Background: an optimization exercise with open tools, aiming at small area, a short achievable clock period and few clock cycles. Do not read the settings as production practice.
The RTL was checked by simulation tests, not by an equivalence proof against the original design.

==> v1 <==
// riscv_sys
module riscv_sys (
    input          i_clk,
    input          i_rst_n,
    input  [31:0]  i_IMEM_data,
    output [31:0]  o_IMEM_addr,
    output         o_mem_cen,
    output         o_mem_wen,
    output [31:0]  o_mem_addr,
    output [127:0] o_mem_wdata,
    input  [127:0] i_mem_rdata,
    input          i_mem_stall,
    output         o_finish
);
    CHIP u_chip (
        .i_clk       (i_clk),
        .i_rst_n     (i_rst_n),
        .i_IMEM_data (i_IMEM_data),
        .o_IMEM_addr (o_IMEM_addr),
        .o_mem_cen   (o_mem_cen),
        .o_mem_wen   (o_mem_wen),
        .o_mem_addr  (o_mem_addr),
        .o_mem_wdata (o_mem_wdata),
        .i_mem_rdata (i_mem_rdata),
        .i_mem_stall (i_mem_stall),
        .o_finish    (o_finish)
    );
endmodule
==> flow/config.mk <==
export PLATFORM = sky130hd
export DESIGN_NAME = riscv_sys
export DESIGN_NICKNAME = riscv_sys
export VERILOG_FILES = /design/flow/design.v
export SDC_FILE = /design/flow/constraint.sdc
export NUM_CORES = 8
export LEC_CHECK = 0
export CAP_MARGIN = 40
export CORE_MARGIN = 2
export CORE_UTILIZATION = 40
export CTS_CLUSTER_DIAMETER = 80
export CTS_CLUSTER_SIZE = 24
export PLACE_DENSITY = 0.5
export SLEW_MARGIN = 40
==> flow/constraint.sdc <==
create_clock -name core_clock -period 25.0 [get_ports {i_clk}]
set_input_delay 5.0000 -clock core_clock [delete_from_list [all_inputs] [get_ports {i_clk}]]
set_output_delay 5.0000 -clock core_clock [all_outputs]
set_load 0.01 [all_outputs]
standard.sh (not shown) runs the stock make flow with config.mk's settings and CLKGATE_MAP_FILE= SYNTH_SCRIPT=/design/flow/synth_recipe.tcl, a recipe that flattens the netlist after the stock synthesis.
==> flow/flow/run.sh <==
#!/bin/bash
# The standard ORFS layout (standard.sh, unchanged synthesis) with two
# changes to how it is made: the port buffers buffer_ports inserts are
# buf_2 cells (every port still gets its buffer), and timing repair is asked
# to leave 18.5 ns of setup slack at the 25 ns clock, so that the layout is
# made for the shortest period it can reach. The full output of the make
# run goes to make_finish.log here; ORFS's own logs stay under orfs/logs.
set -uo pipefail
export BUFFER_PORTS_ARGS="-buffer_cell sky130_fd_sc_hd__buf_2"
bash standard.sh SETUP_SLACK_MARGIN=18.5 finish > make_finish.log 2>&1
status=$?
tail -n 20 make_finish.log
exit $status
==> inputs of v24, as changes to v1 <==
--- a/flow/design.v
+++ b/flow/design.v
@@ -27,64 +27,92 @@
     assign o_mem_wen   = mwen;
     assign o_mem_addr  = {ltag, 4'b0000};
     assign o_mem_wdata = line;
     assign o_finish    = fin;
     wire [2:0] f3  = ir[14:12];
     wire [4:0] rs1 = ir[19:15];
     wire [4:0] rs2 = ir[24:20];
     wire [4:0] rd  = ir[11:7];
-    wire op_jmp  =  ir[6] &  ir[2];                        
-    wire op_jal  =  ir[6] &  ir[3];
-    wire op_jalr =  ir[6] & ~ir[3] & ir[2];
-    wire op_br   =  ir[6] & ~ir[4] & ~ir[2];
-    wire op_sys  =  ir[6] &  ir[4];
-    wire op_ld   = ~ir[6] & ~ir[5] & ~ir[4];
-    wire op_st   = ~ir[6] &  ir[5] & ~ir[4];
-    wire op_mem  = ~ir[6] & ~ir[4];
-    wire op_r    = ~ir[6] &  ir[5] &  ir[4];
-    wire op_i    = ~ir[6] & ~ir[5] &  ir[4] & ~ir[2];
-    wire op_aui  = ~ir[6] &  ir[4] &  ir[2];
-    wire op_mul  =  op_r & ir[25];
-    wire op_wr   = ~(op_st | op_br | op_sys);
+    function [15:0] decode(input [31:0] w);
+        reg jmp, jal, jalr, br, sys, ld, st, mem, r, i, aui, mul, wr;
+        begin
+            jmp  =  w[6] &  w[2];                          
+            jal  =  w[6] &  w[3];
+            jalr =  w[6] & ~w[3] & w[2];
+            br   =  w[6] & ~w[4] & ~w[2];
+            sys  =  w[6] &  w[4];
+            ld   = ~w[6] & ~w[5] & ~w[4];
+            st   = ~w[6] &  w[5] & ~w[4];
+            mem  = ~w[6] & ~w[4];
+            r    = ~w[6] &  w[5] &  w[4];
+            i    = ~w[6] & ~w[5] &  w[4] & ~w[2];
+            aui  = ~w[6] &  w[4] &  w[2];
+            mul  =  r & w[25];
+            wr   = ~(st | br | sys);
+            decode = {
+                wr & (w[11:7] != 5'd0),                      
+                (r & w[30]) | br | (i & w[14:12] == 3'b010),   
+                w[5] & (w[4] | (w[6] & ~w[2])),              
+                ~(jal | aui | sys),                          
+                (w[5] & (w[4] | (w[6] & ~w[2]))) | st,       
+                wr, mul, aui, mem, st, ld, sys, br, jalr, jal, jmp};
+        end
+    endfunction
+    reg  [15:0] xc;
+    wire op_jmp  = xc[0];
+    wire op_jal  = xc[1];
+    wire op_jalr = xc[2];
+    wire op_br   = xc[3];
+    wire op_sys  = xc[4];
+    wire op_ld   = xc[5];
+    wire op_st   = xc[6];
+    wire op_mem  = xc[7];
+    wire op_aui  = xc[8];
+    wire op_mul  = xc[9];
+    wire op_wr   = xc[10];
+    wire use2    = xc[11];
+    wire use1    = xc[12];
+    wire b_reg   = xc[13];
+    wire sub     = xc[14];
+    wire op_wrz  = xc[15];
     wire [31:0] rfq [0:31];
-    wire        rf_we;
-    wire [4:0]  rf_wa;
+    wire        x_we, lwb, mwb;  
+    wire [4:0]  prd, pmrd;       
     wire [31:0] rf_wd;
     reg  [31:0] wd;
     reg         rst_q;           
     always @(posedge i_clk)
         rst_q <= i_rst_n;
     wire [31:0] wd_all = rf_wd & {32{rst_q}};
     assign rfq[0] = 32'd0;
     genvar g;
     generate for (g = 1; g < 32; g = g + 1) begin : g_rf
         reg [31:0] r;
         wire [31:0] d = (g == 2) ? (rst_q ? rf_wd : 32'hbffffff0) :
                         (g == 3) ? (rst_q ? rf_wd : 32'h10008000) : wd_all;
+        wire we = (x_we & (rd == g)) | (lwb & (prd == g)) | (mwb & (pmrd == g)) | !rst_q;
         always @(posedge i_clk)
-            if ((rf_we && rf_wa == g) || !rst_q) r <= d;
+            if (we) r <= d;
         assign rfq[g] = r;
     end endgenerate
     reg  [31:1] oh1, oh2;
     reg  [31:0] r1, r2;
     integer k;
     always @(*) begin
         r1 = 32'd0;
         r2 = 32'd0;
         for (k = 1; k < 32; k = k + 1) begin
             r1 = r1 | ({32{oh1[k]}} & rfq[k]);
             r2 = r2 | ({32{oh2[k]}} & rfq[k]);
         end
     end
     wire [31:0] imm_i = {{20{ir[31]}}, ir[31:20]};
     wire [31:0] imm_s = {{20{ir[31]}}, ir[31:25], ir[11:7]};
-    wire        b_reg = ir[5] & (ir[4] | (ir[6] & ~ir[2]));   
     wire [31:0] bv    = b_reg ? r2 : (op_st ? imm_s : imm_i);
-    wire        sub   = (op_r & ir[30]) | op_br | (op_i & f3 == 3'b010);
     wire [32:0] sum_c = {r1, 1'b1} + {bv ^ {32{sub}}, sub};
     wire [31:0] sum   = sum_c[32:1];
     wire        lt    = (r1[31] ^ bv[31]) ? r1[31] : sum[31];
     wire        eq    = r1 == r2;
     wire [31:0] sh_in, sh_out;
     wire [31:0] sh_r = $signed({f3[2] & r1[31], sh_in}) >>> rs2;
     generate for (g = 0; g < 32; g = g + 1) begin : g_rev
         assign sh_in[g]  = f3[2] ? r1[g] : r1[31-g];
@@ -99,59 +127,61 @@
             3'b100:         alu = r1 ^ bv;
             3'b110:         alu = r1 | bv;
             default:        alu = r1 & bv;
         endcase
     localparam MK = 8;
     reg  [31:0] ma, mb;
     reg         pm;              
     reg  [3:0]  mcnt;            
-    reg  [4:0]  pmrd;            
+    reg  [4:0]  pmrd_r;          
+    assign pmrd = pmrd_r;
     wire [31:0] ts, tc;
     wire        mul_go;
     wire        pm1 = pm & (mcnt == 4'd0);     
     mul_step u_mul (.a(ma), .b(mb[MK-1:0]), .s(ms), .c(mc), .ts(ts), .tc(tc));
     always @(posedge i_clk) begin
         if (mul_go) begin
             ma   <= r1;
             mb   <= r2;
             ms   <= 32'd0;
             mc   <= 32'd0;
-            pmrd <= rd;
+            pmrd_r <= rd;
         end else if (mcnt != 4'd0) begin
             ma   <= ma << MK;
             mb   <= mb >> MK;
             ms   <= ts;
             mc   <= tc;
         end
     end
     wire [31:0] mul_res = ms + mc;
     wire [31:2] imm_t = op_br  ? (xpred ? 30'd1 : {{19{ir[31]}}, ir[31], ir[7], ir[30:25], ir[11:9]}) :
                         op_jal ? {{11{ir[31]}}, ir[31], ir[19:12], ir[20], ir[30:22]} :
                                  {ir[31:12], 10'd0};
     wire [31:2] tgt   = xpc + imm_t;
     wire        taken = op_br & (f3[2] ? (lt ^ f3[0]) : (eq ^ f3[0]));
     reg         pl, ps;          
-    reg  [4:0]  prd;             
+    reg  [4:0]  prd_r;           
+    assign prd = prd_r;
     reg  [1:0]  pwi;             
     wire [31:0] kt = {ltag, 4'd0};
     wire [4:0]  lo4 = {1'b0, r1[3:0]} + {1'b0, bv[3:0]};
     wire [31:4] ec;              
     assign ec[4] = lo4[4];
     generate for (g = 5; g < 32; g = g + 1) begin : g_ec
         assign ec[g] = (r1[g-1] & bv[g-1]) | ((r1[g-1] | bv[g-1]) & ~kt[g-1]);
     end endgenerate
     wire        hit      = lval & ((r1[31:4] ^ bv[31:4] ^ kt[31:4]) == ec[31:4]);
     wire        mem_done = mcen & ~i_mem_stall;
     wire        rd_act   = mcen & ~mwen;
     wire        rd_done  = mem_done & ~mwen;
     wire        wb_done  = mem_done & mwen;
-    wire        xw_raw   = xv & op_wr & ~op_mem & ~op_mul & ~dep_hz & (rd != 5'd0);
-    wire        lwb      = pl & lval & ~xw_raw;
-    wire        mwb      = pm & pm1 & ~xw_raw & ~lwb;
+    wire        xw_raw   = xv & op_wrz & ~op_mem & ~op_mul & ~dep_hz;
+    assign      lwb      = pl & lval & ~xw_raw;
+    assign      mwb      = pm & pm1 & ~xw_raw & ~lwb;
     wire        can_rd   = (~mcen & ~ldirty) | wb_done;
     wire        mem_go   = xv & op_mem & ~dep_hz & (hit | can_rd);
     wire        start_rd = mem_go & ~hit;
     wire        ld_go    = mem_go & op_ld;
     wire        st_go    = mem_go & op_st;
     wire        dirty_n  = (st_go & hit) | (ldirty & ~wb_done) | (rd_done & ps);
     reg  [31:0] lwb_data;
     always @(*) begin
@@ -168,17 +198,17 @@
         always @(posedge i_clk)
             if (st_here) line[32*g +: 32] <= r2;
             else if (rd_act && !keep) line[32*g +: 32] <= i_mem_rdata[32*g +: 32];
     end endgenerate
     always @(posedge i_clk) begin
         if (start_rd) ltag <= sum[31:4];
         if (start_rd | ld_go) begin
             pwi  <= sum[3:2];
-            prd  <= rd;
+            prd_r <= rd;
         end
     end
     always @(posedge i_clk or negedge i_rst_n)
         if (!i_rst_n) begin
             lval   <= 1'b0;
             ldirty <= 1'b0;
             mcen   <= 1'b0;
             mwen   <= 1'b0;
@@ -186,17 +216,17 @@
             ps     <= 1'b0;
             fin    <= 1'b0;
         end else begin
             if (start_rd) lval <= 1'b0;
             else if (rd_done) lval <= 1'b1;
             ldirty <= dirty_n;
             if (start_rd) ps <= op_st;
             else if (rd_done) ps <= 1'b0;
-            if (start_rd | ld_go) pl <= op_ld & (rd != 5'd0);
+            if (start_rd | ld_go) pl <= op_ld & op_wrz;
             else if (lwb) pl <= 1'b0;
             if (~mcen | mem_done) begin
                 if (start_rd) begin
                     mcen <= 1'b1;
                     mwen <= 1'b0;
                 end else begin
                     mcen <= dirty_n;
                     mwen <= 1'b1;
@@ -205,28 +235,24 @@
             fin <= xv & op_sys & ~pl & ~pm & ((~mcen & ~ldirty) | wb_done);
         end
     wire [31:0] fi      = i_IMEM_data;
     wire [31:2] fpc_inc = fpc + 30'd1;
     wire [8:0]  f_bs    = {1'b0, fpc[9:2]} + {2'b01, fi[28:25], fi[11:9]};
     wire        f_pred  = fi[6] & ~fi[4] & ~fi[2] & fi[31] & fi[7] & fi[30] & fi[29] &
                           f_bs[8] & ~(&fpc[9:2]);
     wire [9:2]  f_lo    = f_bs[7:0];
-    wire use1  = ~(op_jal | op_aui | op_sys);
-    wire use2  = b_reg | op_st;
     wire pl_hz = pl & ((use1 & rs1 == prd) | (use2 & rs2 == prd) | (op_wr & rd == prd));
     wire pm_hz = pm & ((use1 & rs1 == pmrd) | (use2 & rs2 == pmrd) | (op_wr & rd == pmrd));
     wire dep_hz = pl_hz | pm_hz;
-    wire hz    = dep_hz | (op_mul & pm);
-    assign mul_go = xv & op_mul & ~hz & (rd != 5'd0);
+    wire hz    = dep_hz | (op_mul & pm & ~mwb);
+    assign mul_go = xv & op_mul & ~hz & op_wrz;
     wire stall = xv & ((op_mem & ~mem_go) | op_sys | hz);
     wire redirect = xv & (op_jmp | (op_br & (taken ^ xpred)));
-    wire x_we  = xv & op_wr & (rd != 5'd0) & ~op_mul & ~hz & ~op_mem;
-    assign rf_we  = x_we | lwb | mwb;
-    assign rf_wa  = lwb ? prd : mwb ? pmrd : rd;
+    assign x_we   = xv & op_wrz & ~op_mul & ~hz & ~op_mem;
     assign rf_wd  = lwb ? lwb_data : mwb ? mul_res : wd;
     always @(*) begin
         if (op_jmp)       wd = {fpc, 2'b00};      
         else if (op_aui)  wd = {tgt, 2'b00};
         else              wd = alu;
     end
     always @(posedge i_clk or negedge i_rst_n)
         if (!i_rst_n) begin
@@ -244,21 +270,26 @@
                     fpc <= op_jalr ? sum[31:2] : tgt;
                     xv  <= 1'b0;
                 end else begin
                     fpc <= {fpc_inc[31:10], f_pred ? f_lo : fpc_inc[9:2]};
                     xv  <= 1'b1;
                 end
             end
         end
+    wire [4:0]  n_rs1 = stall ? ir[19:15] : i_IMEM_data[19:15];
+    wire [4:0]  n_rs2 = stall ? ir[24:20] : i_IMEM_data[24:20];
+    always @(posedge i_clk) begin
+        oh1 <= 31'h7fffffff & (32'd1 << n_rs1) >> 1;
+        oh2 <= 31'h7fffffff & (32'd1 << n_rs2) >> 1;
+        xc  <= decode(stall ? ir : i_IMEM_data);
+    end
     always @(posedge i_clk)
         if (!stall) begin
             ir    <= i_IMEM_data;
-            oh1   <= 31'h7fffffff & (32'd1 << i_IMEM_data[19:15]) >> 1;
-            oh2   <= 31'h7fffffff & (32'd1 << i_IMEM_data[24:20]) >> 1;
             xpc   <= fpc;
             xpred <= f_pred;
         end
 endmodule
 module mul_step (
     input  [31:0] a,
     input  [7:0]  b,
     input  [31:0] s,
- CORE_UTILIZATION: 40 -> 45
- PLACE_DENSITY: 0.5 -> 0.6
- TNS_END_PERCENT: default -> 20
==> inputs of v9, as changes to v1 <==
--- a/flow/design.v
+++ b/flow/design.v
@@ -27,64 +27,92 @@
     assign o_mem_wen   = mwen;
     assign o_mem_addr  = {ltag, 4'b0000};
     assign o_mem_wdata = line;
     assign o_finish    = fin;
     wire [2:0] f3  = ir[14:12];
     wire [4:0] rs1 = ir[19:15];
     wire [4:0] rs2 = ir[24:20];
     wire [4:0] rd  = ir[11:7];
-    wire op_jmp  =  ir[6] &  ir[2];                        
-    wire op_jal  =  ir[6] &  ir[3];
-    wire op_jalr =  ir[6] & ~ir[3] & ir[2];
-    wire op_br   =  ir[6] & ~ir[4] & ~ir[2];
-    wire op_sys  =  ir[6] &  ir[4];
-    wire op_ld   = ~ir[6] & ~ir[5] & ~ir[4];
-    wire op_st   = ~ir[6] &  ir[5] & ~ir[4];
-    wire op_mem  = ~ir[6] & ~ir[4];
-    wire op_r    = ~ir[6] &  ir[5] &  ir[4];
-    wire op_i    = ~ir[6] & ~ir[5] &  ir[4] & ~ir[2];
-    wire op_aui  = ~ir[6] &  ir[4] &  ir[2];
-    wire op_mul  =  op_r & ir[25];
-    wire op_wr   = ~(op_st | op_br | op_sys);
+    function [15:0] decode(input [31:0] w);
+        reg jmp, jal, jalr, br, sys, ld, st, mem, r, i, aui, mul, wr;
+        begin
+            jmp  =  w[6] &  w[2];                          
+            jal  =  w[6] &  w[3];
+            jalr =  w[6] & ~w[3] & w[2];
+            br   =  w[6] & ~w[4] & ~w[2];
+            sys  =  w[6] &  w[4];
+            ld   = ~w[6] & ~w[5] & ~w[4];
+            st   = ~w[6] &  w[5] & ~w[4];
+            mem  = ~w[6] & ~w[4];
+            r    = ~w[6] &  w[5] &  w[4];
+            i    = ~w[6] & ~w[5] &  w[4] & ~w[2];
+            aui  = ~w[6] &  w[4] &  w[2];
+            mul  =  r & w[25];
+            wr   = ~(st | br | sys);
+            decode = {
+                wr & (w[11:7] != 5'd0),                      
+                (r & w[30]) | br | (i & w[14:12] == 3'b010),   
+                w[5] & (w[4] | (w[6] & ~w[2])),              
+                ~(jal | aui | sys),                          
+                (w[5] & (w[4] | (w[6] & ~w[2]))) | st,       
+                wr, mul, aui, mem, st, ld, sys, br, jalr, jal, jmp};
+        end
+    endfunction
+    reg  [15:0] xc;
+    wire op_jmp  = xc[0];
+    wire op_jal  = xc[1];
+    wire op_jalr = xc[2];
+    wire op_br   = xc[3];
+    wire op_sys  = xc[4];
+    wire op_ld   = xc[5];
+    wire op_st   = xc[6];
+    wire op_mem  = xc[7];
+    wire op_aui  = xc[8];
+    wire op_mul  = xc[9];
+    wire op_wr   = xc[10];
+    wire use2    = xc[11];
+    wire use1    = xc[12];
+    wire b_reg   = xc[13];
+    wire sub     = xc[14];
+    wire op_wrz  = xc[15];
     wire [31:0] rfq [0:31];
-    wire        rf_we;
-    wire [4:0]  rf_wa;
+    wire        x_we, lwb, mwb;  
+    wire [4:0]  prd, pmrd;       
     wire [31:0] rf_wd;
     reg  [31:0] wd;
     reg         rst_q;           
     always @(posedge i_clk)
         rst_q <= i_rst_n;
     wire [31:0] wd_all = rf_wd & {32{rst_q}};
     assign rfq[0] = 32'd0;
     genvar g;
     generate for (g = 1; g < 32; g = g + 1) begin : g_rf
         reg [31:0] r;
         wire [31:0] d = (g == 2) ? (rst_q ? rf_wd : 32'hbffffff0) :
                         (g == 3) ? (rst_q ? rf_wd : 32'h10008000) : wd_all;
+        wire we = (x_we & (rd == g)) | (lwb & (prd == g)) | (mwb & (pmrd == g)) | !rst_q;
         always @(posedge i_clk)
-            if ((rf_we && rf_wa == g) || !rst_q) r <= d;
+            if (we) r <= d;
         assign rfq[g] = r;
     end endgenerate
     reg  [31:1] oh1, oh2;
     reg  [31:0] r1, r2;
     integer k;
     always @(*) begin
         r1 = 32'd0;
         r2 = 32'd0;
         for (k = 1; k < 32; k = k + 1) begin
             r1 = r1 | ({32{oh1[k]}} & rfq[k]);
             r2 = r2 | ({32{oh2[k]}} & rfq[k]);
         end
     end
     wire [31:0] imm_i = {{20{ir[31]}}, ir[31:20]};
     wire [31:0] imm_s = {{20{ir[31]}}, ir[31:25], ir[11:7]};
-    wire        b_reg = ir[5] & (ir[4] | (ir[6] & ~ir[2]));   
     wire [31:0] bv    = b_reg ? r2 : (op_st ? imm_s : imm_i);
-    wire        sub   = (op_r & ir[30]) | op_br | (op_i & f3 == 3'b010);
     wire [32:0] sum_c = {r1, 1'b1} + {bv ^ {32{sub}}, sub};
     wire [31:0] sum   = sum_c[32:1];
     wire        lt    = (r1[31] ^ bv[31]) ? r1[31] : sum[31];
     wire        eq    = r1 == r2;
     wire [31:0] sh_in, sh_out;
     wire [31:0] sh_r = $signed({f3[2] & r1[31], sh_in}) >>> rs2;
     generate for (g = 0; g < 32; g = g + 1) begin : g_rev
         assign sh_in[g]  = f3[2] ? r1[g] : r1[31-g];
@@ -99,59 +127,61 @@
             3'b100:         alu = r1 ^ bv;
             3'b110:         alu = r1 | bv;
             default:        alu = r1 & bv;
         endcase
     localparam MK = 8;
     reg  [31:0] ma, mb;
     reg         pm;              
     reg  [3:0]  mcnt;            
-    reg  [4:0]  pmrd;            
+    reg  [4:0]  pmrd_r;          
+    assign pmrd = pmrd_r;
     wire [31:0] ts, tc;
     wire        mul_go;
     wire        pm1 = pm & (mcnt == 4'd0);     
     mul_step u_mul (.a(ma), .b(mb[MK-1:0]), .s(ms), .c(mc), .ts(ts), .tc(tc));
     always @(posedge i_clk) begin
         if (mul_go) begin
             ma   <= r1;
             mb   <= r2;
             ms   <= 32'd0;
             mc   <= 32'd0;
-            pmrd <= rd;
+            pmrd_r <= rd;
         end else if (mcnt != 4'd0) begin
             ma   <= ma << MK;
             mb   <= mb >> MK;
             ms   <= ts;
             mc   <= tc;
         end
     end
     wire [31:0] mul_res = ms + mc;
     wire [31:2] imm_t = op_br  ? (xpred ? 30'd1 : {{19{ir[31]}}, ir[31], ir[7], ir[30:25], ir[11:9]}) :
                         op_jal ? {{11{ir[31]}}, ir[31], ir[19:12], ir[20], ir[30:22]} :
                                  {ir[31:12], 10'd0};
     wire [31:2] tgt   = xpc + imm_t;
     wire        taken = op_br & (f3[2] ? (lt ^ f3[0]) : (eq ^ f3[0]));
     reg         pl, ps;          
-    reg  [4:0]  prd;             
+    reg  [4:0]  prd_r;           
+    assign prd = prd_r;
     reg  [1:0]  pwi;             
     wire [31:0] kt = {ltag, 4'd0};
     wire [4:0]  lo4 = {1'b0, r1[3:0]} + {1'b0, bv[3:0]};
     wire [31:4] ec;              
     assign ec[4] = lo4[4];
     generate for (g = 5; g < 32; g = g + 1) begin : g_ec
         assign ec[g] = (r1[g-1] & bv[g-1]) | ((r1[g-1] | bv[g-1]) & ~kt[g-1]);
     end endgenerate
     wire        hit      = lval & ((r1[31:4] ^ bv[31:4] ^ kt[31:4]) == ec[31:4]);
     wire        mem_done = mcen & ~i_mem_stall;
     wire        rd_act   = mcen & ~mwen;
     wire        rd_done  = mem_done & ~mwen;
     wire        wb_done  = mem_done & mwen;
-    wire        xw_raw   = xv & op_wr & ~op_mem & ~op_mul & ~dep_hz & (rd != 5'd0);
-    wire        lwb      = pl & lval & ~xw_raw;
-    wire        mwb      = pm & pm1 & ~xw_raw & ~lwb;
+    wire        xw_raw   = xv & op_wrz & ~op_mem & ~op_mul & ~dep_hz;
+    assign      lwb      = pl & lval & ~xw_raw;
+    assign      mwb      = pm & pm1 & ~xw_raw & ~lwb;
     wire        can_rd   = (~mcen & ~ldirty) | wb_done;
     wire        mem_go   = xv & op_mem & ~dep_hz & (hit | can_rd);
     wire        start_rd = mem_go & ~hit;
     wire        ld_go    = mem_go & op_ld;
     wire        st_go    = mem_go & op_st;
     wire        dirty_n  = (st_go & hit) | (ldirty & ~wb_done) | (rd_done & ps);
     reg  [31:0] lwb_data;
     always @(*) begin
@@ -168,17 +198,17 @@
         always @(posedge i_clk)
             if (st_here) line[32*g +: 32] <= r2;
             else if (rd_act && !keep) line[32*g +: 32] <= i_mem_rdata[32*g +: 32];
     end endgenerate
     always @(posedge i_clk) begin
         if (start_rd) ltag <= sum[31:4];
         if (start_rd | ld_go) begin
             pwi  <= sum[3:2];
-            prd  <= rd;
+            prd_r <= rd;
         end
     end
     always @(posedge i_clk or negedge i_rst_n)
         if (!i_rst_n) begin
             lval   <= 1'b0;
             ldirty <= 1'b0;
             mcen   <= 1'b0;
             mwen   <= 1'b0;
@@ -186,17 +216,17 @@
             ps     <= 1'b0;
             fin    <= 1'b0;
         end else begin
             if (start_rd) lval <= 1'b0;
             else if (rd_done) lval <= 1'b1;
             ldirty <= dirty_n;
             if (start_rd) ps <= op_st;
             else if (rd_done) ps <= 1'b0;
-            if (start_rd | ld_go) pl <= op_ld & (rd != 5'd0);
+            if (start_rd | ld_go) pl <= op_ld & op_wrz;
             else if (lwb) pl <= 1'b0;
             if (~mcen | mem_done) begin
                 if (start_rd) begin
                     mcen <= 1'b1;
                     mwen <= 1'b0;
                 end else begin
                     mcen <= dirty_n;
                     mwen <= 1'b1;
@@ -205,28 +235,24 @@
             fin <= xv & op_sys & ~pl & ~pm & ((~mcen & ~ldirty) | wb_done);
         end
     wire [31:0] fi      = i_IMEM_data;
     wire [31:2] fpc_inc = fpc + 30'd1;
     wire [8:0]  f_bs    = {1'b0, fpc[9:2]} + {2'b01, fi[28:25], fi[11:9]};
     wire        f_pred  = fi[6] & ~fi[4] & ~fi[2] & fi[31] & fi[7] & fi[30] & fi[29] &
                           f_bs[8] & ~(&fpc[9:2]);
     wire [9:2]  f_lo    = f_bs[7:0];
-    wire use1  = ~(op_jal | op_aui | op_sys);
-    wire use2  = b_reg | op_st;
     wire pl_hz = pl & ((use1 & rs1 == prd) | (use2 & rs2 == prd) | (op_wr & rd == prd));
     wire pm_hz = pm & ((use1 & rs1 == pmrd) | (use2 & rs2 == pmrd) | (op_wr & rd == pmrd));
     wire dep_hz = pl_hz | pm_hz;
     wire hz    = dep_hz | (op_mul & pm);
-    assign mul_go = xv & op_mul & ~hz & (rd != 5'd0);
+    assign mul_go = xv & op_mul & ~hz & op_wrz;
     wire stall = xv & ((op_mem & ~mem_go) | op_sys | hz);
     wire redirect = xv & (op_jmp | (op_br & (taken ^ xpred)));
-    wire x_we  = xv & op_wr & (rd != 5'd0) & ~op_mul & ~hz & ~op_mem;
-    assign rf_we  = x_we | lwb | mwb;
-    assign rf_wa  = lwb ? prd : mwb ? pmrd : rd;
+    assign x_we   = xv & op_wrz & ~op_mul & ~hz & ~op_mem;
     assign rf_wd  = lwb ? lwb_data : mwb ? mul_res : wd;
     always @(*) begin
         if (op_jmp)       wd = {fpc, 2'b00};      
         else if (op_aui)  wd = {tgt, 2'b00};
         else              wd = alu;
     end
     always @(posedge i_clk or negedge i_rst_n)
         if (!i_rst_n) begin
@@ -244,21 +270,26 @@
                     fpc <= op_jalr ? sum[31:2] : tgt;
                     xv  <= 1'b0;
                 end else begin
                     fpc <= {fpc_inc[31:10], f_pred ? f_lo : fpc_inc[9:2]};
                     xv  <= 1'b1;
                 end
             end
         end
+    wire [4:0]  n_rs1 = stall ? ir[19:15] : i_IMEM_data[19:15];
+    wire [4:0]  n_rs2 = stall ? ir[24:20] : i_IMEM_data[24:20];
+    always @(posedge i_clk) begin
+        oh1 <= 31'h7fffffff & (32'd1 << n_rs1) >> 1;
+        oh2 <= 31'h7fffffff & (32'd1 << n_rs2) >> 1;
+        xc  <= decode(stall ? ir : i_IMEM_data);
+    end
     always @(posedge i_clk)
         if (!stall) begin
             ir    <= i_IMEM_data;
-            oh1   <= 31'h7fffffff & (32'd1 << i_IMEM_data[19:15]) >> 1;
-            oh2   <= 31'h7fffffff & (32'd1 << i_IMEM_data[24:20]) >> 1;
             xpc   <= fpc;
             xpred <= f_pred;
         end
 endmodule
 module mul_step (
     input  [31:0] a,
     input  [7:0]  b,
     input  [31:0] s,
- TNS_END_PERCENT: default -> 20
==> summary.txt <==
| metric | v1 | v24 | v9 |
|---|---|---|---|
| Worst path bufs/invs | 2 | 4 | 2 |
| Async set-reset flop share out of synthesis | 0.0296 | 0.0292 | 0.0292 |
| Total Wirelength | 423 mm | 402 mm | 422 mm |
| Global router's overall resource usage | 0.401 | 0.431 | 0.399 |
| Fmax | 149 MHz | 147 MHz | 149 MHz |
| Synth Area in Adders | 0.0861 | 0.0861 | 0.0860 |
| Number of CTS-inserted buffers | 100 | 96 | 101 |
| Area after detailed placement | 87600 um2 | 86600 um2 | 87100 um2 |
| Per-instance average area after synthesis | 12.0 um2 | 11.6 um2 | 11.7 um2 |
| Fraction of the mapped netlist area in compound gates | 0.163 | 0.176 | 0.172 |
| CTS sink count | 1455 | 1471 | 1471 |
| Full die area | 205000 um2 | 183000 um2 | 206000 um2 |
| Run status | finished clean | finished clean | finished clean |
| Worst hold endpoint | u_chip.mc[4]$_SDFFE_PP0P_ | u_chip.mc[7]$_SDFFE_PP0P_ | u_chip.mc[7]$_SDFFE_PP0P_ |
Testbench counts of v1, summed over its fixed seeds: cycles 90,648.
Testbench counts of v24, summed over its fixed seeds: cycles 90,191.
Testbench counts of v9, summed over its fixed seeds: cycles 90,648.

## re-timing with driven ports
The results above use ideal ports. As a check the final layouts listed here were re-extracted and re-timed, cells and wires unchanged.
Step 1, drivers: a clkbuf_16 drives i_clk and a buf_2 each remaining input, both assumed.
Step 2 moves the port delays by t, midway between the first and last clock arrival at a register: inputs arrive t later, outputs are due t later. That takes back most of the time a late clock gives input paths.
Slacks: ideal ports / drivers / drivers and shift; pairs: ideal ports / drivers.
run | shift t [ns] | setup slack, ns | worst register clock-pin slew, ns
v1 | 0.881 | 18.294 / 18.294 / 17.509 | 0.10 / 0.10
v24 | 0.865 | 18.216 / 18.216 / 17.543 | 0.10 / 0.10
v9 | 0.885 | 18.293 / 18.230 / 17.452 | 0.10 / 0.10
After both steps every run listed still meets setup and hold. The setup slack of v9, which loses most, moves by -0.063 ns with the drivers and by -0.841 ns with both steps.
